From an optimization exercise on the open Yosys and OpenROAD flow, aimed at small area and a short achievable clock period; shortcuts taken in it are not production practice.
RTL that was checked went through simulation tests only; none was proved equivalent to the original.
For runs 2 and 3, only the layout was checked, not whether the RTL still works.
Power figures rest on the tool's default switching activity, not on a simulated workload.

## flow/design.v (module list and top-level ports; edited modules follow where they fit)
// module iq_comp: 631 lines
// module iq_a21o: 3 lines
// module iq_a21oi: 3 lines
// module iq_a22o: 3 lines
// module iq_a22oi: 3 lines
// module iq_and2: 3 lines
// module iq_fa: 3 lines
// module iq_ha: 3 lines
// module iq_inv: 3 lines
// module iq_maj3: 3 lines
// module iq_mux2: 3 lines
// module iq_mux2x2: 3 lines
// module iq_nand2: 3 lines
// module iq_nor2: 3 lines
// module iq_nor2b2: 3 lines
// module iq_nor3: 3 lines
// module iq_o21ai: 3 lines
// module iq_xnor2: 3 lines
// module iq_xor2: 3 lines
// module iq_benc: 9 lines
// module iq_bencn: 9 lines
// module iq_add13: 3 lines
module iq_comp (
	input clk, RESETn,
	input freeze_iqcomp,
	input [1:0] op_mode,
	input [3:0] Ix, Qx,
	input signed [12:0] Wr_in, Wj_in,
	output reg signed [3:0] Iy, Qy,
	output wire settled,
	output reg signed [12:0] Wr, Wj
);
  // ...
==> flow/flow/run.sh <==
#!/bin/bash
# Layout flow: the standard flow, with two changes:
#  - synthesis maps the RTL's leaf modules to the cells given in
#    flow/cells_map.v (via ORFS's SYNTH_CANONICALIZE_TCL hook);
#  - port buffers are buf_2 cells.
set -euo pipefail
here=$(pwd)
export SYNTH_CANONICALIZE_TCL="$here/flow/canon.tcl"
export BUFFER_PORTS_ARGS="-buffer_cell sky130_fd_sc_hd__buf_1"
bash standard.sh > "$here/standard.log" 2>&1
==> flow/flow/canon.tcl <==
# Sourced by ORFS's synthesis canonicalize step (SYNTH_CANONICALIZE_TCL):
# replaces the leaf modules of the RTL by their cell-level views in
# cells_map.v (same functions, as sky130 cells).
set here [file dirname [file normalize [info script]]]
set f [open [file join $here leaf_modules.txt] r]
set leaves [string trim [read $f]]
close $f
foreach m $leaves {
  delete =$m
}
read_verilog [file join $here cells_map.v]
hierarchy -check -top $::env(DESIGN_NAME)
==> flow/flow/cells_map.v <==
// Generated by gen/gen8.py: cell-level views of the leaf modules of rtl/iq_comp.v

module iq_a21o (input a, b, c, output y);
sky130_fd_sc_hd__a21o_1 g (.A1(a), .A2(b), .B1(c), .X(y));
endmodule

module iq_a21oi (input a, b, c, output y);
sky130_fd_sc_hd__a21oi_1 g (.A1(a), .A2(b), .B1(c), .Y(y));
endmodule

module iq_a22o (input a, b, c, d, output y);
sky130_fd_sc_hd__a22o_1 g (.A1(a), .A2(b), .B1(c), .B2(d), .X(y));
endmodule

module iq_a22oi (input a, b, c, d, output y);
sky130_fd_sc_hd__a22oi_1 g (.A1(a), .A2(b), .B1(c), .B2(d), .Y(y));
endmodule

module iq_and2 (input a, b, output y);
sky130_fd_sc_hd__and2_1 g (.A(a), .B(b), .X(y));
endmodule

module iq_fa (input a, b, c, output s, co);
sky130_fd_sc_hd__fa_1 g (.A(a), .B(b), .CIN(c), .SUM(s), .COUT(co));
endmodule

module iq_ha (input a, b, output s, co);
sky130_fd_sc_hd__ha_1 g (.A(a), .B(b), .SUM(s), .COUT(co));
endmodule

module iq_inv (input a, output y);
sky130_fd_sc_hd__inv_1 g (.A(a), .Y(y));
endmodule

module iq_maj3 (input a, b, c, output y);
sky130_fd_sc_hd__maj3_1 g (.A(a), .B(b), .C(c), .X(y));
endmodule

module iq_mux2 (input a0, a1, s, output y);
sky130_fd_sc_hd__mux2_1 g (.A0(a0), .A1(a1), .S(s), .X(y));
endmodule

module iq_mux2x2 (input a0, a1, s, output y);
sky130_fd_sc_hd__mux2_2 g (.A0(a0), .A1(a1), .S(s), .X(y));
endmodule

module iq_nand2 (input a, b, output y);
sky130_fd_sc_hd__nand2_1 g (.A(a), .B(b), .Y(y));
endmodule

module iq_nor2 (input a, b, output y);
sky130_fd_sc_hd__nor2_1 g (.A(a), .B(b), .Y(y));
endmodule

module iq_nor2b2 (input a, bn, output y);
sky130_fd_sc_hd__nor2b_2 g (.A(a), .B_N(bn), .Y(y));
endmodule

module iq_nor3 (input a, b, c, output y);
sky130_fd_sc_hd__nor3_1 g (.A(a), .B(b), .C(c), .Y(y));
endmodule

module iq_o21ai (input a, b, c, output y);
sky130_fd_sc_hd__o21ai_0 g (.A1(a), .A2(b), .B1(c), .Y(y));
endmodule

module iq_xnor2 (input a, b, output y);
sky130_fd_sc_hd__xnor2_1 g (.A(a), .B(b), .Y(y));
endmodule

module iq_xor2 (input a, b, output y);
sky130_fd_sc_hd__xor2_1 g (.A(a), .B(b), .X(y));
endmodule

module iq_benc (input [3:0] I, output [5:0] e);
wire nI0, nI1, e1n, f;
sky130_fd_sc_hd__inv_1 g0 (.A(I[0]), .Y(nI0));
sky130_fd_sc_hd__inv_4 g1 (.A(nI0), .Y(e[0]));
sky130_fd_sc_hd__inv_1 g2 (.A(I[1]), .Y(nI1));
sky130_fd_sc_hd__nor2_4 g3 (.A(nI1), .B(I[0]), .Y(e[1]));
sky130_fd_sc_hd__inv_4 g4 (.A(nI1), .Y(e[2]));
sky130_fd_sc_hd__xnor2_1 g5 (.A(I[1]), .B(I[2]), .Y(e1n));
sky130_fd_sc_hd__inv_4 g6 (.A(e1n), .Y(e[3]));
sky130_fd_sc_hd__xor2_1 g7 (.A(I[3]), .B(I[2]), .X(f));
sky130_fd_sc_hd__nor2b_4 g8 (.A(f), .B_N(e1n), .Y(e[4]));
sky130_fd_sc_hd__inv_4 g9 (.A(I[3]), .Y(e[5]));
endmodule

module iq_bencn (input [3:0] I, output [5:0] e);
wire nI0, nI1, nI3, e1n, f;
sky130_fd_sc_hd__inv_1 g0 (.A(I[0]), .Y(nI0));
sky130_fd_sc_hd__inv_4 g1 (.A(nI0), .Y(e[0]));
sky130_fd_sc_hd__inv_1 g2 (.A(I[1]), .Y(nI1));
sky130_fd_sc_hd__nor2_4 g3 (.A(nI1), .B(I[0]), .Y(e[1]));
sky130_fd_sc_hd__inv_4 g4 (.A(I[1]), .Y(e[2]));
sky130_fd_sc_hd__xnor2_1 g5 (.A(I[1]), .B(I[2]), .Y(e1n));
sky130_fd_sc_hd__inv_4 g6 (.A(e1n), .Y(e[3]));
sky130_fd_sc_hd__xor2_1 g7 (.A(I[3]), .B(I[2]), .X(f));
sky130_fd_sc_hd__nor2b_4 g8 (.A(f), .B_N(e1n), .Y(e[4]));
sky130_fd_sc_hd__inv_1 g9 (.A(I[3]), .Y(nI3));
sky130_fd_sc_hd__inv_4 g10 (.A(nI3), .Y(e[5]));
endmodule



module iq_add13(A, B, s);
  input [12:0] A;
  wire [12:0] A;
  input [12:0] B;
  wire [12:0] B;
  output [12:0] s;
  wire [12:0] s;
  wire _00_;
  wire _01_;
  wire _02_;
  wire _03_;
  wire _04_;
  wire _05_;
  wire _06_;
  wire _07_;
  wire _08_;
  wire _09_;
  wire _10_;
  wire _11_;
  wire _12_;
  wire _13_;
  wire _14_;
  wire _15_;
  wire _16_;
  wire _17_;
  wire _18_;
  wire _19_;
  wire _20_;
  wire _21_;
  wire _22_;
  wire _23_;
  wire _24_;
  wire _25_;
  wire _26_;
  wire _27_;
  wire _28_;
  wire _29_;
  wire _30_;
  wire _31_;
  wire _32_;
  wire _33_;
  wire _34_;
  wire _35_;
  wire _36_;
  wire _37_;
  wire _38_;
  sky130_fd_sc_hd__nand2_1 _39_ (
    .A(A[0]),
    .B(B[0]),
    .Y(_00_)
  );
  sky130_fd_sc_hd__xor2_1 _40_ (
    .A(A[0]),
    .B(B[0]),
    .X(s[0])
  );
  sky130_fd_sc_hd__nor2_1 _41_ (
    .A(A[11]),
    .B(B[11]),
    .Y(_01_)
  );
  sky130_fd_sc_hd__nand2_1 _42_ (
    .A(A[11]),
    .B(B[11]),
    .Y(_02_)
  );
  sky130_fd_sc_hd__and2_0 _43_ (
    .A(A[10]),
    .B(B[10]),
    .X(_03_)
  );
  sky130_fd_sc_hd__nor2_1 _44_ (
    .A(A[10]),
    .B(B[10]),
    .Y(_04_)
  );
  sky130_fd_sc_hd__nor2_1 _45_ (
    .A(_03_),
    .B(_04_),
    .Y(_05_)
  );
  sky130_fd_sc_hd__nand2_1 _46_ (
    .A(A[9]),
    .B(B[9]),
    .Y(_06_)
  );
  sky130_fd_sc_hd__or2_0 _47_ (
    .A(A[9]),
    .B(B[9]),
    .X(_07_)
  );
  sky130_fd_sc_hd__nand2_1 _48_ (
    .A(A[8]),
    .B(B[8]),
    .Y(_08_)
  );
  sky130_fd_sc_hd__xnor2_1 _49_ (
    .A(A[8]),
    .B(B[8]),
    .Y(_09_)
  );
  sky130_fd_sc_hd__and2_0 _50_ (
    .A(A[7]),
    .B(B[7]),
    .X(_10_)
  );
  sky130_fd_sc_hd__nor2_1 _51_ (
    .A(A[7]),
    .B(B[7]),
    .Y(_11_)
  );
  sky130_fd_sc_hd__and2_0 _52_ (
    .A(A[6]),
    .B(B[6]),
    .X(_12_)
  );
  sky130_fd_sc_hd__nor2_1 _53_ (
    .A(A[6]),
    .B(B[6]),
    .Y(_13_)
  );
  sky130_fd_sc_hd__nor2_1 _54_ (
    .A(_12_),
    .B(_13_),
    .Y(_14_)
  );
  sky130_fd_sc_hd__nand2_1 _55_ (
    .A(A[1]),
    .B(B[1]),
    .Y(_15_)
  );
  sky130_fd_sc_hd__nor2_1 _56_ (
    .A(A[1]),
    .B(B[1]),
    .Y(_16_)
  );
  sky130_fd_sc_hd__xor2_1 _57_ (
    .A(A[1]),
    .B(B[1]),
    .X(_17_)
  );
  sky130_fd_sc_hd__o21ai_0 _58_ (
    .A1(_00_),
    .A2(_16_),
    .B1(_15_),
    .Y(_18_)
  );
  sky130_fd_sc_hd__xnor2_1 _59_ (
    .A(A[2]),
    .B(B[2]),
    .Y(_19_)
  );
  sky130_fd_sc_hd__maj3_1 _60_ (
    .A(A[2]),
    .B(B[2]),
    .C(_18_),
    .X(_20_)
  );
  sky130_fd_sc_hd__xnor2_1 _61_ (
    .A(A[3]),
    .B(B[3]),
    .Y(_21_)
  );
  sky130_fd_sc_hd__maj3_1 _62_ (
    .A(A[3]),
    .B(B[3]),
    .C(_20_),
    .X(_22_)
  );
  sky130_fd_sc_hd__xnor2_1 _63_ (
    .A(A[4]),
    .B(B[4]),
    .Y(_23_)
  );
  sky130_fd_sc_hd__maj3_1 _64_ (
    .A(A[4]),
    .B(B[4]),
    .C(_22_),
    .X(_24_)
  );
  sky130_fd_sc_hd__xnor2_1 _65_ (
    .A(A[5]),
    .B(B[5]),
    .Y(_25_)
  );
  sky130_fd_sc_hd__maj3_1 _66_ (
    .A(A[5]),
    .B(B[5]),
    .C(_24_),
    .X(_26_)
  );
  sky130_fd_sc_hd__a21o_1 _67_ (
    .A1(_14_),
    .A2(_26_),
    .B1(_12_),
    .X(_27_)
  );
  sky130_fd_sc_hd__a211oi_1 _68_ (
    .A1(_14_),
    .A2(_26_),
    .B1(_10_),
    .C1(_12_),
    .Y(_28_)
  );
  sky130_fd_sc_hd__nor2_1 _69_ (
    .A(_11_),
    .B(_28_),
    .Y(_29_)
  );
  sky130_fd_sc_hd__o31ai_1 _70_ (
    .A1(_09_),
    .A2(_11_),
    .A3(_28_),
    .B1(_08_),
    .Y(_30_)
  );
  sky130_fd_sc_hd__o311ai_0 _71_ (
    .A1(_09_),
    .A2(_11_),
    .A3(_28_),
    .B1(_08_),
    .C1(_06_),
    .Y(_31_)
  );
  sky130_fd_sc_hd__nand2_1 _72_ (
    .A(_07_),
    .B(_31_),
    .Y(_32_)
  );
  sky130_fd_sc_hd__a31oi_1 _73_ (
    .A1(_05_),
    .A2(_07_),
    .A3(_31_),
    .B1(_03_),
    .Y(_33_)
  );
  sky130_fd_sc_hd__o21ai_0 _74_ (
    .A1(_01_),
    .A2(_33_),
    .B1(_02_),
    .Y(_34_)
  );
  sky130_fd_sc_hd__xnor2_1 _75_ (
    .A(A[12]),
    .B(B[12]),
    .Y(_35_)
  );
  sky130_fd_sc_hd__xnor2_1 _76_ (
    .A(_34_),
    .B(_35_),
    .Y(s[12])
  );
  sky130_fd_sc_hd__nor2b_1 _77_ (
    .A(_01_),
    .B_N(_02_),
    .Y(_36_)
  );
  sky130_fd_sc_hd__xnor2_1 _78_ (
    .A(_33_),
    .B(_36_),
    .Y(s[11])
  );
  sky130_fd_sc_hd__xnor2_1 _79_ (
    .A(_05_),
    .B(_32_),
    .Y(s[10])
  );
  sky130_fd_sc_hd__nand2_1 _80_ (
    .A(_06_),
    .B(_07_),
    .Y(_37_)
  );
  sky130_fd_sc_hd__xnor2_1 _81_ (
    .A(_30_),
    .B(_37_),
    .Y(s[9])
  );
  sky130_fd_sc_hd__xnor2_1 _82_ (
    .A(_09_),
    .B(_29_),
    .Y(s[8])
  );
  sky130_fd_sc_hd__or2_0 _83_ (
    .A(_10_),
    .B(_11_),
    .X(_38_)
  );
  sky130_fd_sc_hd__xnor2_1 _84_ (
    .A(_27_),
    .B(_38_),
    .Y(s[7])
  );
  sky130_fd_sc_hd__xor2_1 _85_ (
    .A(_14_),
    .B(_26_),
    .X(s[6])
  );
  sky130_fd_sc_hd__xnor2_1 _86_ (
    .A(_24_),
    .B(_25_),
    .Y(s[5])
  );
  sky130_fd_sc_hd__xnor2_1 _87_ (
    .A(_22_),
    .B(_23_),
    .Y(s[4])
  );
  sky130_fd_sc_hd__xnor2_1 _88_ (
    .A(_20_),
    .B(_21_),
    .Y(s[3])
  );
  sky130_fd_sc_hd__xnor2_1 _89_ (
    .A(_18_),
    .B(_19_),
    .Y(s[2])
  );
  sky130_fd_sc_hd__xnor2_1 _90_ (
    .A(_00_),
    .B(_17_),
    .Y(s[1])
  );
endmodule
==> flow/flow/leaf_modules.txt <==
iq_a21o iq_a21oi iq_a22o iq_a22oi iq_and2 iq_fa iq_ha iq_inv iq_maj3 iq_mux2 iq_mux2x2 iq_nand2 iq_nor2 iq_nor2b2 iq_nor3 iq_o21ai iq_xnor2 iq_xor2 iq_benc iq_bencn iq_add13
==> flow/standard.sh <==
#!/bin/bash
# synth_recipe.tcl (not shown) runs the flow's synth.tcl, then flattens the netlist and writes it again
# the make line also repeats each setting of config.mk as NAME=value (left out here)
make -C /OpenROAD-flow-scripts/flow DESIGN_CONFIG=/design/flow/config.mk WORK_HOME=/design/flow/orfs CLKGATE_MAP_FILE= SYNTH_SCRIPT=/design/flow/synth_recipe.tcl "${@:-finish}"
==> flow/config.mk <==
export PLATFORM = sky130hd
export DESIGN_NAME = iq_comp
export DESIGN_NICKNAME = iq_comp
export VERILOG_FILES = /design/flow/design.v
export SDC_FILE = /design/flow/constraint.sdc
export NUM_CORES = 4
export LEC_CHECK = 0
export CAP_MARGIN = 20
export CORE_MARGIN = 2
export CORE_UTILIZATION = 40
export CTS_BUF_LIST = sky130_fd_sc_hd__clkbuf_8
export SETUP_SLACK_MARGIN = 2.0
export SLEW_MARGIN = 20
export SYNTH_HIERARCHICAL = 1
export SYNTH_MINIMUM_KEEP_SIZE = 0
==> flow/constraint.sdc <==
create_clock -name core_clock -period 8.0 [get_ports {clk}]
set_input_delay 1.6000 -clock core_clock [delete_from_list [all_inputs] [get_ports {clk}]]
set_output_delay 1.6000 -clock core_clock [all_outputs]
set_load 0.01 [all_outputs]
==> flow_metrics.env, run 1 <==
export IMPL_use_met1_pct=28.7
export IMPL_crit_path_max_incr_delay_ps=640
export IMPL_layout_cells_non_filler=1106
export IMPL_report_final_slew_viol_count=0
export IMPL_finClkSkew_ps=9.49
export IMPL_nNetsFinal=1013
export IMPL_critPathKind="input port to flip-flop"
export IMPL_taps=225
export IMPL_synth_most_common_cell="xnor2_1"
export IMPL_largest_class="multi-input combinational cells"
export IMPL_multi_input_area_share_pct=77.7
export IMPL_crit_buf_inv=2
export IMPL_start_kind="input port"
export IMPL_hp_class="flip-flop to flip-flop"
export IMPL_p_sw_w=0.00202
export IMPL_dr_wl_met2_um=8670
export IMPL_ys_seq_elements=34
export IMPL_grt_max_degree=27
export IMPL_status="no timing/DRC/antenna violations"
export IMPL_num_vias=5863
export IMPL_fmax_mhz=176
export IMPL_yosys_area_share_adder_pct=25.7
export IMPL_total_power_w=0.00386
export IMPL_inv_count=78
export IMPL_synth_area_per_cell_sq_um=8.82
export IMPL_drt_first_pass_iters=5
export IMPL_yosysTopAreaCell="fa_1"
export IMPL_finalSetupViolCount=0
export IMPL_cp_num_cells=17
export IMPL_min_path_cells=2
export IMPL_internal_power_w=0.00184
export IMPL_hold_viol=0
export IMPL_seq_area_frac_synth_pct=9.69
export IMPL_synth_edf_count=0
export IMPL_vias_per_cell=5.30
export IMPL_antenna_found_initial=0
export IMPL_cp_endpoint="Qy[1]$_DFF_P_"
==> run 2, diff against run 1 <==
--- a/flow/design.v
+++ b/flow/design.v
@@ -10,45 +10,45 @@
 );
 assign settled = freeze_iqcomp;
 wire [3:0] xi = {~Ix[3], Ix[2:0]};
 wire [3:0] xq = {~Qx[3], Qx[2:0]};
 wire int_w = ~op_mode[1] & op_mode[0];                   
 wire sel_c = op_mode[1] ^ op_mode[0];                    
 wire upd   = RESETn & int_w & ~freeze_iqcomp;           
 wire keep  = RESETn & (op_mode[1] ^ op_mode[0]);        
-wire n1; iq_nor2b2 u_n1 (.a(op_mode[1]), .bn(op_mode[0]), .y(n1));
-wire n2; iq_nor2b2 u_n2 (.a(op_mode[1]), .bn(op_mode[0]), .y(n2));
+wire n1; iq_nor2b4 u_n1 (.a(op_mode[1]), .bn(op_mode[0]), .y(n1));
+wire n2; iq_nand2b4 u_n2 (.an(op_mode[1]), .b(op_mode[0]), .y(n2));
 wire [12:0] ur, uj;
-iq_mux2x2 u_ur_0 (.a0(Wr_in[0]), .a1(Wr[0]), .s(n1), .y(ur[0]));
-iq_mux2x2 u_ur_1 (.a0(Wr_in[1]), .a1(Wr[1]), .s(n1), .y(ur[1]));
-iq_mux2x2 u_ur_2 (.a0(Wr_in[2]), .a1(Wr[2]), .s(n1), .y(ur[2]));
-iq_mux2x2 u_ur_3 (.a0(Wr_in[3]), .a1(Wr[3]), .s(n1), .y(ur[3]));
-iq_mux2x2 u_ur_4 (.a0(Wr_in[4]), .a1(Wr[4]), .s(n1), .y(ur[4]));
-iq_mux2x2 u_ur_5 (.a0(Wr_in[5]), .a1(Wr[5]), .s(n1), .y(ur[5]));
-iq_mux2x2 u_ur_6 (.a0(Wr_in[6]), .a1(Wr[6]), .s(n1), .y(ur[6]));
-iq_mux2x2 u_ur_7 (.a0(Wr_in[7]), .a1(Wr[7]), .s(n1), .y(ur[7]));
-iq_mux2x2 u_ur_8 (.a0(Wr_in[8]), .a1(Wr[8]), .s(n1), .y(ur[8]));
-iq_mux2x2 u_ur_9 (.a0(Wr_in[9]), .a1(Wr[9]), .s(n1), .y(ur[9]));
-iq_mux2x2 u_ur_10 (.a0(Wr_in[10]), .a1(Wr[10]), .s(n1), .y(ur[10]));
-iq_mux2x2 u_ur_11 (.a0(Wr_in[11]), .a1(Wr[11]), .s(n1), .y(ur[11]));
-iq_mux2x2 u_ur_12 (.a0(Wr_in[12]), .a1(Wr[12]), .s(n1), .y(ur[12]));
-iq_mux2x2 u_uj_0 (.a0(Wj_in[0]), .a1(Wj[0]), .s(n2), .y(uj[0]));
-iq_mux2x2 u_uj_1 (.a0(Wj_in[1]), .a1(Wj[1]), .s(n2), .y(uj[1]));
-iq_mux2x2 u_uj_2 (.a0(Wj_in[2]), .a1(Wj[2]), .s(n2), .y(uj[2]));
-iq_mux2x2 u_uj_3 (.a0(Wj_in[3]), .a1(Wj[3]), .s(n2), .y(uj[3]));
-iq_mux2x2 u_uj_4 (.a0(Wj_in[4]), .a1(Wj[4]), .s(n2), .y(uj[4]));
-iq_mux2x2 u_uj_5 (.a0(Wj_in[5]), .a1(Wj[5]), .s(n2), .y(uj[5]));
-iq_mux2x2 u_uj_6 (.a0(Wj_in[6]), .a1(Wj[6]), .s(n2), .y(uj[6]));
-iq_mux2x2 u_uj_7 (.a0(Wj_in[7]), .a1(Wj[7]), .s(n2), .y(uj[7]));
-iq_mux2x2 u_uj_8 (.a0(Wj_in[8]), .a1(Wj[8]), .s(n2), .y(uj[8]));
-iq_mux2x2 u_uj_9 (.a0(Wj_in[9]), .a1(Wj[9]), .s(n2), .y(uj[9]));
-iq_mux2x2 u_uj_10 (.a0(Wj_in[10]), .a1(Wj[10]), .s(n2), .y(uj[10]));
-iq_mux2x2 u_uj_11 (.a0(Wj_in[11]), .a1(Wj[11]), .s(n2), .y(uj[11]));
-iq_mux2x2 u_uj_12 (.a0(Wj_in[12]), .a1(Wj[12]), .s(n2), .y(uj[12]));
+iq_a22ox2 u_ur_0 (.a(Wr[0]), .b(n1), .c(Wr_in[0]), .d(n2), .y(ur[0]));
+iq_a22ox2 u_ur_1 (.a(Wr[1]), .b(n1), .c(Wr_in[1]), .d(n2), .y(ur[1]));
+iq_a22ox2 u_ur_2 (.a(Wr[2]), .b(n1), .c(Wr_in[2]), .d(n2), .y(ur[2]));
+iq_a22ox2 u_ur_3 (.a(Wr[3]), .b(n1), .c(Wr_in[3]), .d(n2), .y(ur[3]));
+iq_a22ox2 u_ur_4 (.a(Wr[4]), .b(n1), .c(Wr_in[4]), .d(n2), .y(ur[4]));
+iq_a22ox2 u_ur_5 (.a(Wr[5]), .b(n1), .c(Wr_in[5]), .d(n2), .y(ur[5]));
+iq_a22ox2 u_ur_6 (.a(Wr[6]), .b(n1), .c(Wr_in[6]), .d(n2), .y(ur[6]));
+iq_a22ox2 u_ur_7 (.a(Wr[7]), .b(n1), .c(Wr_in[7]), .d(n2), .y(ur[7]));
+iq_a22ox2 u_ur_8 (.a(Wr[8]), .b(n1), .c(Wr_in[8]), .d(n2), .y(ur[8]));
+iq_a22ox2 u_ur_9 (.a(Wr[9]), .b(n1), .c(Wr_in[9]), .d(n2), .y(ur[9]));
+iq_a22ox2 u_ur_10 (.a(Wr[10]), .b(n1), .c(Wr_in[10]), .d(n2), .y(ur[10]));
+iq_a22ox2 u_ur_11 (.a(Wr[11]), .b(n1), .c(Wr_in[11]), .d(n2), .y(ur[11]));
+iq_a22ox2 u_ur_12 (.a(Wr[12]), .b(n1), .c(Wr_in[12]), .d(n2), .y(ur[12]));
+iq_a22ox2 u_uj_0 (.a(Wj[0]), .b(n1), .c(Wj_in[0]), .d(n2), .y(uj[0]));
+iq_a22ox2 u_uj_1 (.a(Wj[1]), .b(n1), .c(Wj_in[1]), .d(n2), .y(uj[1]));
+iq_a22ox2 u_uj_2 (.a(Wj[2]), .b(n1), .c(Wj_in[2]), .d(n2), .y(uj[2]));
+iq_a22ox2 u_uj_3 (.a(Wj[3]), .b(n1), .c(Wj_in[3]), .d(n2), .y(uj[3]));
+iq_a22ox2 u_uj_4 (.a(Wj[4]), .b(n1), .c(Wj_in[4]), .d(n2), .y(uj[4]));
+iq_a22ox2 u_uj_5 (.a(Wj[5]), .b(n1), .c(Wj_in[5]), .d(n2), .y(uj[5]));
+iq_a22ox2 u_uj_6 (.a(Wj[6]), .b(n1), .c(Wj_in[6]), .d(n2), .y(uj[6]));
+iq_a22ox2 u_uj_7 (.a(Wj[7]), .b(n1), .c(Wj_in[7]), .d(n2), .y(uj[7]));
+iq_a22ox2 u_uj_8 (.a(Wj[8]), .b(n1), .c(Wj_in[8]), .d(n2), .y(uj[8]));
+iq_a22ox2 u_uj_9 (.a(Wj[9]), .b(n1), .c(Wj_in[9]), .d(n2), .y(uj[9]));
+iq_a22ox2 u_uj_10 (.a(Wj[10]), .b(n1), .c(Wj_in[10]), .d(n2), .y(uj[10]));
+iq_a22ox2 u_uj_11 (.a(Wj[11]), .b(n1), .c(Wj_in[11]), .d(n2), .y(uj[11]));
+iq_a22ox2 u_uj_12 (.a(Wj[12]), .b(n1), .c(Wj_in[12]), .d(n2), .y(uj[12]));
 wire [5:0] e_ia, e_ib, e_qa, e_qb;
 iq_benc u_benc_ia (.I(Ix), .e(e_ia));
 iq_benc u_benc_ib (.I(Ix), .e(e_ib));
 iq_benc u_benc_qa (.I(Qx), .e(e_qa));
 iq_bencn u_benc_qb (.I(Qx), .e(e_qb));
 wire n3; iq_nand2 u_n3 (.a(e_ia[0]), .b(ur[0]), .y(n3));
 wire n4; iq_xnor2 u_n4 (.a(n3), .b(e_ia[2]), .y(n4));
 wire n5; iq_a22oi u_n5 (.a(e_ia[0]), .b(ur[1]), .c(e_ia[1]), .d(ur[0]), .y(n5));
@@ -636,16 +636,19 @@
 assign y = ~((a & b) | c);
 endmodule
 module iq_a22o (input a, b, c, d, output y);
 assign y = (a & b) | (c & d);
 endmodule
 module iq_a22oi (input a, b, c, d, output y);
 assign y = ~((a & b) | (c & d));
 endmodule
+module iq_a22ox2 (input a, b, c, d, output y);
+assign y = (a & b) | (c & d);
+endmodule
 module iq_and2 (input a, b, output y);
 assign y = a & b;
 endmodule
 module iq_fa (input a, b, c, output s, co);
 assign {co, s} = a + b + c;
 endmodule
 module iq_ha (input a, b, output s, co);
 assign {co, s} = a + b;
@@ -654,26 +657,26 @@
 assign y = ~a;
 endmodule
 module iq_maj3 (input a, b, c, output y);
 assign y = (a & b) | (a & c) | (b & c);
 endmodule
 module iq_mux2 (input a0, a1, s, output y);
 assign y = s ? a1 : a0;
 endmodule
-module iq_mux2x2 (input a0, a1, s, output y);
-assign y = s ? a1 : a0;
-endmodule
 module iq_nand2 (input a, b, output y);
 assign y = ~(a & b);
 endmodule
+module iq_nand2b4 (input an, b, output y);
+assign y = an | ~b;
+endmodule
 module iq_nor2 (input a, b, output y);
 assign y = ~(a | b);
 endmodule
-module iq_nor2b2 (input a, bn, output y);
+module iq_nor2b4 (input a, bn, output y);
 assign y = ~a & bn;
 endmodule
 module iq_nor3 (input a, b, c, output y);
 assign y = ~(a | b | c);
 endmodule
 module iq_o21ai (input a, b, c, output y);
 assign y = ~((a | b) & c);
 endmodule
--- a/flow/flow/cells_map.v
+++ b/flow/flow/cells_map.v
@@ -1,9 +1,9 @@
-// Generated by gen/gen8.py: cell-level views of the leaf modules of rtl/iq_comp.v
+// Generated by gen/gen9.py: cell-level views of the leaf modules of rtl/iq_comp.v
 
 module iq_a21o (input a, b, c, output y);
 sky130_fd_sc_hd__a21o_1 g (.A1(a), .A2(b), .B1(c), .X(y));
 endmodule
 
 module iq_a21oi (input a, b, c, output y);
 sky130_fd_sc_hd__a21oi_1 g (.A1(a), .A2(b), .B1(c), .Y(y));
 endmodule
@@ -11,16 +11,20 @@
 module iq_a22o (input a, b, c, d, output y);
 sky130_fd_sc_hd__a22o_1 g (.A1(a), .A2(b), .B1(c), .B2(d), .X(y));
 endmodule
 
 module iq_a22oi (input a, b, c, d, output y);
 sky130_fd_sc_hd__a22oi_1 g (.A1(a), .A2(b), .B1(c), .B2(d), .Y(y));
 endmodule
 
+module iq_a22ox2 (input a, b, c, d, output y);
+sky130_fd_sc_hd__a22o_2 g (.A1(a), .A2(b), .B1(c), .B2(d), .X(y));
+endmodule
+
 module iq_and2 (input a, b, output y);
 sky130_fd_sc_hd__and2_1 g (.A(a), .B(b), .X(y));
 endmodule
 
 module iq_fa (input a, b, c, output s, co);
 sky130_fd_sc_hd__fa_1 g (.A(a), .B(b), .CIN(c), .SUM(s), .COUT(co));
 endmodule
 
@@ -35,30 +39,30 @@
 module iq_maj3 (input a, b, c, output y);
 sky130_fd_sc_hd__maj3_1 g (.A(a), .B(b), .C(c), .X(y));
 endmodule
 
 module iq_mux2 (input a0, a1, s, output y);
 sky130_fd_sc_hd__mux2_1 g (.A0(a0), .A1(a1), .S(s), .X(y));
 endmodule
 
-module iq_mux2x2 (input a0, a1, s, output y);
-sky130_fd_sc_hd__mux2_2 g (.A0(a0), .A1(a1), .S(s), .X(y));
-endmodule
-
 module iq_nand2 (input a, b, output y);
 sky130_fd_sc_hd__nand2_1 g (.A(a), .B(b), .Y(y));
 endmodule
 
+module iq_nand2b4 (input an, b, output y);
+sky130_fd_sc_hd__nand2b_4 g (.A_N(an), .B(b), .Y(y));
+endmodule
+
 module iq_nor2 (input a, b, output y);
 sky130_fd_sc_hd__nor2_1 g (.A(a), .B(b), .Y(y));
 endmodule
 
-module iq_nor2b2 (input a, bn, output y);
-sky130_fd_sc_hd__nor2b_2 g (.A(a), .B_N(bn), .Y(y));
+module iq_nor2b4 (input a, bn, output y);
+sky130_fd_sc_hd__nor2b_4 g (.A(a), .B_N(bn), .Y(y));
 endmodule
 
 module iq_nor3 (input a, b, c, output y);
 sky130_fd_sc_hd__nor3_1 g (.A(a), .B(b), .C(c), .Y(y));
 endmodule
 
 module iq_o21ai (input a, b, c, output y);
 sky130_fd_sc_hd__o21ai_0 g (.A1(a), .A2(b), .B1(c), .Y(y));
==> flow/flow/leaf_modules.txt (replaced) <==
iq_a21o iq_a21oi iq_a22o iq_a22oi iq_a22ox2 iq_and2 iq_fa iq_ha iq_inv iq_maj3 iq_mux2 iq_nand2 iq_nand2b4 iq_nor2 iq_nor2b4 iq_nor3 iq_o21ai iq_xnor2 iq_xor2 iq_benc iq_bencn iq_add13
==> flow_metrics.env, run 2 <==
export IMPL_required_ps=8210
export IMPL_antenna_found_initial=0
export IMPL_crit_start="op_mode[0]"
export IMPL_fin_tns_setup_ps=0
export IMPL_start_kind="input port"
export IMPL_std_cell_rows=48
export IMPL_cp_end_kind="flip-flop"
export IMPL_use_met2_pct=36.3
export IMPL_gp_congestion=0.876
export IMPL_r2r_setup_slack_ps=2940
export IMPL_cp_endpoint="Iy[1]$_DFF_P_"
export IMPL_vdd_ir_drop_max_mv=0.363
export IMPL_fmax_mhz=174
export IMPL_async_reset_ff_share_pct=0
export IMPL_status="no timing/DRC/antenna violations"
export IMPL_final_cell_mix="xnor2_1 (140), a22oi_1 (88), nand2_1 (76)"
export IMPL_dp_hpwl_um=15100
export IMPL_gr_total_overflow=0
export IMPL_synth_ff_type="dfxtp_1"
export IMPL_drtIter0Drc=533
export IMPL_hold_start="Wj[0]$_DFF_P_"
export IMPL_die_w_um=136
export IMPL_route_detailed_drc=0
export IMPL_netlist_instances=796
export IMPL_clkPwrFrac_pct=5.4
export IMPL_syn2layout_area_growth_pct=11.1
export IMPL_pin_count=74
export IMPL_vias_per_cell=5.51
export IMPL_grt_usage_pct=22.6
export IMPL_clk_latency_ps=330
export IMPL_final_common_cell="xnor2_1"
export IMPL_yosysTopAreaCellShare_pct=18.6
export IMPL_seq_area_sq_um=681
export IMPL_initial_core_util_pct=40.8
export IMPL_slew_headroom_pct=55.0
export IMPL_portBuffers=73
export IMPL_multi_input_area_sq_mm=0.00600
export IMPL_drive_gt1_share_pct=9.29
export IMPL_diodes=0
export IMPL_die_area_sq_mm=0.0186
export IMPL_drt_first_pass_iters=5
export IMPL_seq_area_frac_synth_pct=9.72
export IMPL_busiest_layer="met2"
export IMPL_synth_cell_types=35
export IMPL_grtUsageMet3_pct=4.18
export IMPL_hp_class="flip-flop to flip-flop"
export IMPL_p_per_area_mw_per_mm2=492
export IMPL_yosys_top_cells_area="fa_1 (19%), xnor2_1 (18%), dfxtp_1 (9.7%)"
export IMPL_cts_tree="yes"
export IMPL_rsz0062_at_grt="no"
export IMPL_synth_edf_count=0
export IMPL_r2r_start="Qy[0]$_DFF_P_"
export IMPL_leakagePower_nw=3.12
export IMPL_cts_root_buf="clkbuf_8"
export IMPL_use_met1_pct=31.3
export IMPL_fp_dieH_um=136
export IMPL_comb_power_share_pct=85.4
export IMPL_num_vias=6110
export IMPL_numClockSinks=34
export IMPL_coreArea_sq_mm=0.0172
export IMPL_p_sw_w=0.00199
export IMPL_fin_crit_sh_pct=71.8
export IMPL_cts_inserted_buffers=5
export IMPL_grt_max_degree=27
export IMPL_syn_area_sq_mm=0.00700
export IMPL_r2r_cells=13
export IMPL_nNetsFinal=1015
export IMPL_postRouteAntennaNets=0
export IMPL_grt_pass1_wl_um=32600
export IMPL_critPathKind="input port to flip-flop"
export IMPL_grt_pass1_vias=6144
export IMPL_fill_cells=1757
export IMPL_final_cell_area_sq_mm=0.00777
export IMPL_ys_seq_elements=34
export IMPL_drv_cap=0
export IMPL_htreeDepth=2
export IMPL_hold_viol=0
export IMPL_ys_warnings_count=7
export IMPL_dpl_cell_area_sq_mm=0.00755
export IMPL_cp_max_fo=13
export IMPL_synth_area_per_cell_sq_um=8.79
export IMPL_wirelength_um=20200
export IMPL_worst_pin_slew_ps=675
export IMPL_reg_top3="Wj (13), Wr (13)"
export IMPL_synth_most_common_cell="xnor2_1"
export IMPL_finalSetupViolCount=0
export IMPL_timing_rr_end="Wr[12]$_DFF_P_"
export IMPL_internal_power_w=0.00184
export IMPL_critPathArrivalTime_ps=5950
export IMPL_report_final_slew_viol_count=0
export IMPL_clk_path_buf_depth=2
export IMPL_layout_min_cycle_time_ps=5740
export IMPL_seqPwrFrac_pct=9.2
export IMPL_path_clk_slew_ps=80
export IMPL_synth_common_cells="xnor2_1 (140), a22oi_1 (88), nand2_1 (76)"
export IMPL_finClkSkew_ps=13.8
export IMPL_swShare_pct=51.9
export IMPL_wire_per_inst_um=18.2
export IMPL_yosysTopAreaCell="fa_1"
-- run 2: critical path, stage by stage --
cell	delay, ps
clkbuf_2	200
nor2b_4	180
buf_12	160
a22o_2	320
a22oi_1	230
xnor2_1	160
ha_1	270
fa_1	480
fa_1	640
xor2_1	190
xor2_1	270
nor2_1	110
nor3_1	220
a21o_1	180
xor2_1	170
a21o_1	230
mux2_1	340
-- run 2: cell type report --
class	instances	share of cell area, %
repair buffers	78	4.39
clock buffers	5	0.885
inverters	78	4.28
clock inverters	3	0.885
multi-input cells	685	77.2
flip-flops and latches	34	8.75
well taps	225	3.62
-- run 2: power by group through the flow --
stage          Clock (W)  Combinational, W  Sequential (W)
2_1_floorplan          0           0.00265        0.000318
3_3_place_gp           0           0.00319        0.000351
3_5_place_dp           0           0.00321        0.000352
4_1_cts         0.000212           0.00324        0.000348
5_1_grt         0.000218           0.00367        0.000356
6_report        0.000207           0.00327        0.000352
-- run 2: how the worst min path moves through the flow --
| stage | endpoint | slack (ps) | cells after the start |
|---|---|---|---|
| after global placement | Wj[0]$_DFF_P_ | 700 | 2 |
| after global routing | Wj[0]$_DFF_P_ | 770 | 2 |
| after detailed placement | Wj[0]$_DFF_P_ | 710 | 2 |
| after floorplan | Wj[12]$_DFF_P_ | 690 | 2 |
| after CTS | Wj[0]$_DFF_P_ | 720 | 2 |
| final | Wj[0]$_DFF_P_ | 710 | 2 |
-- run 2: repair_timing --
| action | 4_1_cts | 5_1_grt |
|---|---|---|
| hold buffers | 0 | 0 |
| setup buffers | 0 | 4 |
| endpoints found under the setup margin | 0 | 8 |
| resized for setup | 0 | 6 |
-- run 2: Yosys stat by module (local to each module, per instance), a selection --
module	flops+latches	times used	cell area, sq um	cells inside
iq_maj3	0	6	10.0	1
iq_and2	0	14	6.26	1
iq_a21o	0	8	7.51	1
iq_mux2	0	8	11.3	1
iq_ha	0	28	12.5	1
iq_fa	0	65	20.0	1
iq_a22o	0	26	8.76	1
iq_nor3	0	2	5.00	1
iq_xor2	0	46	8.76	1
-- run 2: cells by family (layout without fill, tap and decap cells) --
| family | Yosys count | after routing | synth area share (%) |
|---|---|---|---|
| xor+xnor | 196 | 196 | 24.5 |
| compound gates | 191 | 191 | 21.3 |
| simple gates | 178 | 180 | 12.3 |
| fa+ha+maj | 108 | 108 | 25.8 |
| buf+inv | 80 | 164 | 5.02 |
| flops | 34 | 34 | 9.72 |
| mux | 8 | 8 | 1.29 |
| other cells | 1 | 2 | 0.0536 |
-- run 2: through the flow --
step	hold slack, ps	worst slack (ps)	utilization (%)	total power [W]	cells
finish	714	2260	45.3	0.00383	1108
floorplan	687	2600	-	0.00296	797
global placement	698	1800	43.9	0.00354	1094
detailed placement	705	1740	44.0	0.00356	1094
CTS	724	2060	44.8	0.00380	1102
global route	769	2010	45.3	0.00424	1108
-- run 2: routing by layer --
| layer | share of wire (%) | wire, um |
|---|---|---|
| met1 | 46 | 9290 |
| met2 | 45 | 9160 |
| met3 | 6.5 | 1310 |
| met4 | 2.1 | 415 |
| met5 | 0 | 0 |
==> run 3, diff against run 2 <==
--- a/flow/config.mk
+++ b/flow/config.mk
@@ -10,5 +10,5 @@
 export CORE_UTILIZATION = 40
 export CTS_BUF_LIST = sky130_fd_sc_hd__clkbuf_8
-export SETUP_SLACK_MARGIN = 2.0
+export SETUP_SLACK_MARGIN = 1.75
 export SLEW_MARGIN = 20
 export SYNTH_HIERARCHICAL = 1
==> flow_metrics.env, run 3 <==
export IMPL_clk_path_buf_depth=2
export IMPL_syn2layout_area_growth_pct=10.3
export IMPL_pin_count=74
export IMPL_drive_gt1_share_pct=8.42
export IMPL_final_cell_mix="xnor2_1 (140), a22oi_1 (88), nand2_1 (76)"
export IMPL_vias_per_cell=5.52
export IMPL_die_w_um=136
export IMPL_gr_total_overflow=0
export IMPL_rsz0062_at_grt="no"
export IMPL_swShare_pct=51.8
export IMPL_htreeDepth=2
export IMPL_diodes=0
export IMPL_synth_area_per_cell_sq_um=8.79
export IMPL_drt_first_pass_iters=5
export IMPL_synth_cell_types=35
export IMPL_finClkSkew_ps=14.4
export IMPL_seq_area_frac_synth_pct=9.72
export IMPL_async_reset_ff_share_pct=0
export IMPL_nNetsFinal=1011
export IMPL_ys_seq_elements=34
export IMPL_yosysTopAreaCell="fa_1"
export IMPL_netlist_instances=796
export IMPL_leakagePower_nw=3.09
export IMPL_die_area_sq_mm=0.0186
export IMPL_portBuffers=73
export IMPL_comb_power_share_pct=85.4
export IMPL_status="no timing/DRC/antenna violations"
export IMPL_grtUsageMet3_pct=4.18
export IMPL_clk_latency_ps=330
export IMPL_numClockSinks=34
export IMPL_report_final_slew_viol_count=0
export IMPL_drv_cap=0
export IMPL_hold_buffers=0
export IMPL_cts_tree="yes"
export IMPL_internal_power_w=0.00184
export IMPL_total_power_w=0.00382
export IMPL_initial_core_util_pct=40.8
export IMPL_critPathArrivalTime_ps=6180
export IMPL_fin_tns_setup_ps=0
export IMPL_clkPwrFrac_pct=5.4
export IMPL_syn_area_sq_mm=0.00700
export IMPL_layout_min_cycle_time_ps=5970
export IMPL_fmax_mhz=168
export IMPL_cts_root_buf="clkbuf_8"
export IMPL_postRouteAntennaNets=0
export IMPL_critPathKind="input port to flip-flop"
export IMPL_grt_pass1_vias=6144
export IMPL_use_met1_pct=31.3
export IMPL_p_per_area_mw_per_mm2=494
export IMPL_cp_max_fo=26
export IMPL_grt_pass1_wl_um=32600
export IMPL_required_ps=8210
export IMPL_synth_ff_type="dfxtp_1"
export IMPL_yosys_top_cells_area="fa_1 (19%), xnor2_1 (18%), dfxtp_1 (9.7%)"
export IMPL_ys_warnings_count=7
export IMPL_antenna_found_initial=0
export IMPL_grt_usage_pct=22.6
export IMPL_finalSetupViolCount=0
export IMPL_hp_class="flip-flop to flip-flop"
export IMPL_path_clk_slew_ps=80
export IMPL_grt_max_degree=27
export IMPL_worst_pin_slew_ps=670
export IMPL_start_kind="input port"
export IMPL_gp_congestion=0.876
export IMPL_wirelength_um=20000
export IMPL_wire_per_inst_um=18.1
export IMPL_coreArea_sq_mm=0.0172
export IMPL_slew_headroom_pct=55.2
export IMPL_busiest_layer="met2"
export IMPL_hold_viol=0
export IMPL_fin_crit_sh_pct=74.6
export IMPL_p_sw_w=0.00198
export IMPL_yosysTopAreaCellShare_pct=18.6
export IMPL_use_met2_pct=36.3
export IMPL_synth_edf_count=0
export IMPL_cp_end_kind="flip-flop"
export IMPL_cts_inserted_buffers=5
export IMPL_reg_top3="Wj (13), Wr (13)"
export IMPL_synth_most_common_cell="xnor2_1"
export IMPL_route_detailed_drc=0
export IMPL_num_vias=6092
export IMPL_fp_dieH_um=136
export IMPL_final_common_cell="xnor2_1"
export IMPL_drtIter0Drc=425
export IMPL_vdd_ir_drop_max_mv=0.363
export IMPL_synth_common_cells="xnor2_1 (140), a22oi_1 (88), nand2_1 (76)"
export IMPL_dp_hpwl_um=15100
export IMPL_std_cell_rows=48
export IMPL_seqPwrFrac_pct=9.2
[run 3: cell counts after synthesis]
Identical to the previous run, type by type.
[run 3: metrics by stage]
stage | std cells | utilization, % | instance area, sq um | setup WS (ps) | hold WS [ps]
after CTS | 1102 | 44.8 | 7690 | 2060 | 724
final | 1104 | 45.0 | 7720 | 2030 | 711
after floorplan | 797 | - | 7000 | 2600 | 687
after detailed placement | 1094 | 44.0 | 7550 | 1740 | 705
after global routing | 1104 | 45.0 | 7720 | 1760 | 769
after global placement | 1094 | 43.9 | 7550 | 1800 | 698
[run 3: per-module statistics from Yosys, one instance, submodules excluded, a selection]
| module | copies in the design | cells |
|---|---|---|
| iq_a21oi | 8 | 1 |
| iq_inv | 47 | 1 |
| iq_bencn | 1 | 11 |
| iq_xnor2 | 102 | 1 |
| iq_maj3 | 6 | 1 |
| iq_nand2 | 56 | 1 |
| iq_mux2 | 8 | 1 |
| iq_a22oi | 88 | 1 |
| iq_xor2 | 46 | 1 |
| iq_fa | 65 | 1 |
| iq_a21o | 8 | 1 |
| iq_a22o | 26 | 1 |
[run 3: critical path, cell delays in order]
cell and delay (ps):
buf_1 390, nand2b_4 450, a22o_2 360, a22oi_1 120, xnor2_1 170, ha_1 310, fa_1 470, fa_1 600
xor2_1 190, xor2_1 280, nor2_1 110, nor3_1 200, a21o_1 180, xor2_1 170, a21o_1 230, mux2_1 340
[run 3: area by class of cell]
cell class,count,area (sq um)
clock buffer,5,68.8
clock inverter,3,68.8
fill,1757,9460
inverter,78,333
multi-input combinational,684,5990
sequential,34,681
tap,225,282
timing repair buffer,75,302
[run 3: path summary, 6_finish.rpt]
check	start	to	slack, ps	cells after the start
hold reg to reg	Wj[0]$_DFF_P_	Wj[0]$_DFF_P_	710	2
hold / removal	Wj[0]$_DFF_P_	Wj[0]$_DFF_P_	710	2
setup reg to reg	Qy[1]$_DFF_P_	Wr[12]$_DFF_P_	2930	13
setup / recovery	op_mode[1]	Iy[1]$_DFF_P_	2030	16
[run 3: what timing repair did]
action,in CTS,in global routing
endpoints found under the setup margin,0,4
setup buffers,0,1
resized for setup,0,1
[run 3: power groups by stage]
| stage | registers, W | clock network, W | logic (W) |
|---|---|---|---|
| finish | 0.000351 | 0.000208 | 0.00326 |
| global route | 0.000356 | 0.000218 | 0.00366 |
| CTS | 0.000348 | 0.000212 | 0.00324 |
| detailed placement | 0.000352 | 0 | 0.00321 |
| global placement | 0.000351 | 0 | 0.00319 |
| floorplan | 0.000318 | 0 | 0.00265 |
[run 3: cell families after synthesis]
family	Yosys count	synth area share (%)
buf+inv	80	5.02
fa+ha+maj	108	25.8
mux	8	1.29
compound gates	191	21.3
simple gates	178	12.3
other cells	1	0.0536
xor+xnor	196	24.5
flops	34	9.72
[run 3: layer usage]
metal | up-vias | routed length [um]
met4 | 0 | 375
met1 | 2992 | 9330
met2 | 190 | 8970
li1 | 2892 | -
met5 | - | 0
met3 | 18 | 1300

[separate check: timing with driven ports]
No port has a modelled driver above. Below, the same layouts with a new extraction and two added sets of constraints.
Step 1 (the two cells are an assumption about what drives the block):
set clk [get_ports {clk}]
set_driving_cell -lib_cell sky130_fd_sc_hd__clkbuf_16 $clk
set_driving_cell -lib_cell sky130_fd_sc_hd__buf_2 [delete_from_list [all_inputs] $clk]
Step 2 adds t to the input delays and takes it off the output delays; t is the mean of the earliest and latest rising clock arrival at the registers after step 1. Input paths then give back, and output paths get back, about the clock's delay inside the block.
a / b / c = ideal ports / drivers / drivers and shift; a / b = the first two.
run | t, ns | setup slack, ns | worst data-port slew with drivers (ns)
run 1 | 0.353 | 2.313 / 2.319 / 1.966 | 0.04
run 2 | 0.357 | 2.258 / 2.276 / 1.919 | 0.04
run 3 | 0.357 | 2.033 / 2.048 / 1.690 | 0.04
After both steps setup and hold are still met in every run listed. For run 1, which loses most, drivers alone change the setup slack by +0.006 ns; drivers and shift together by -0.347 ns.
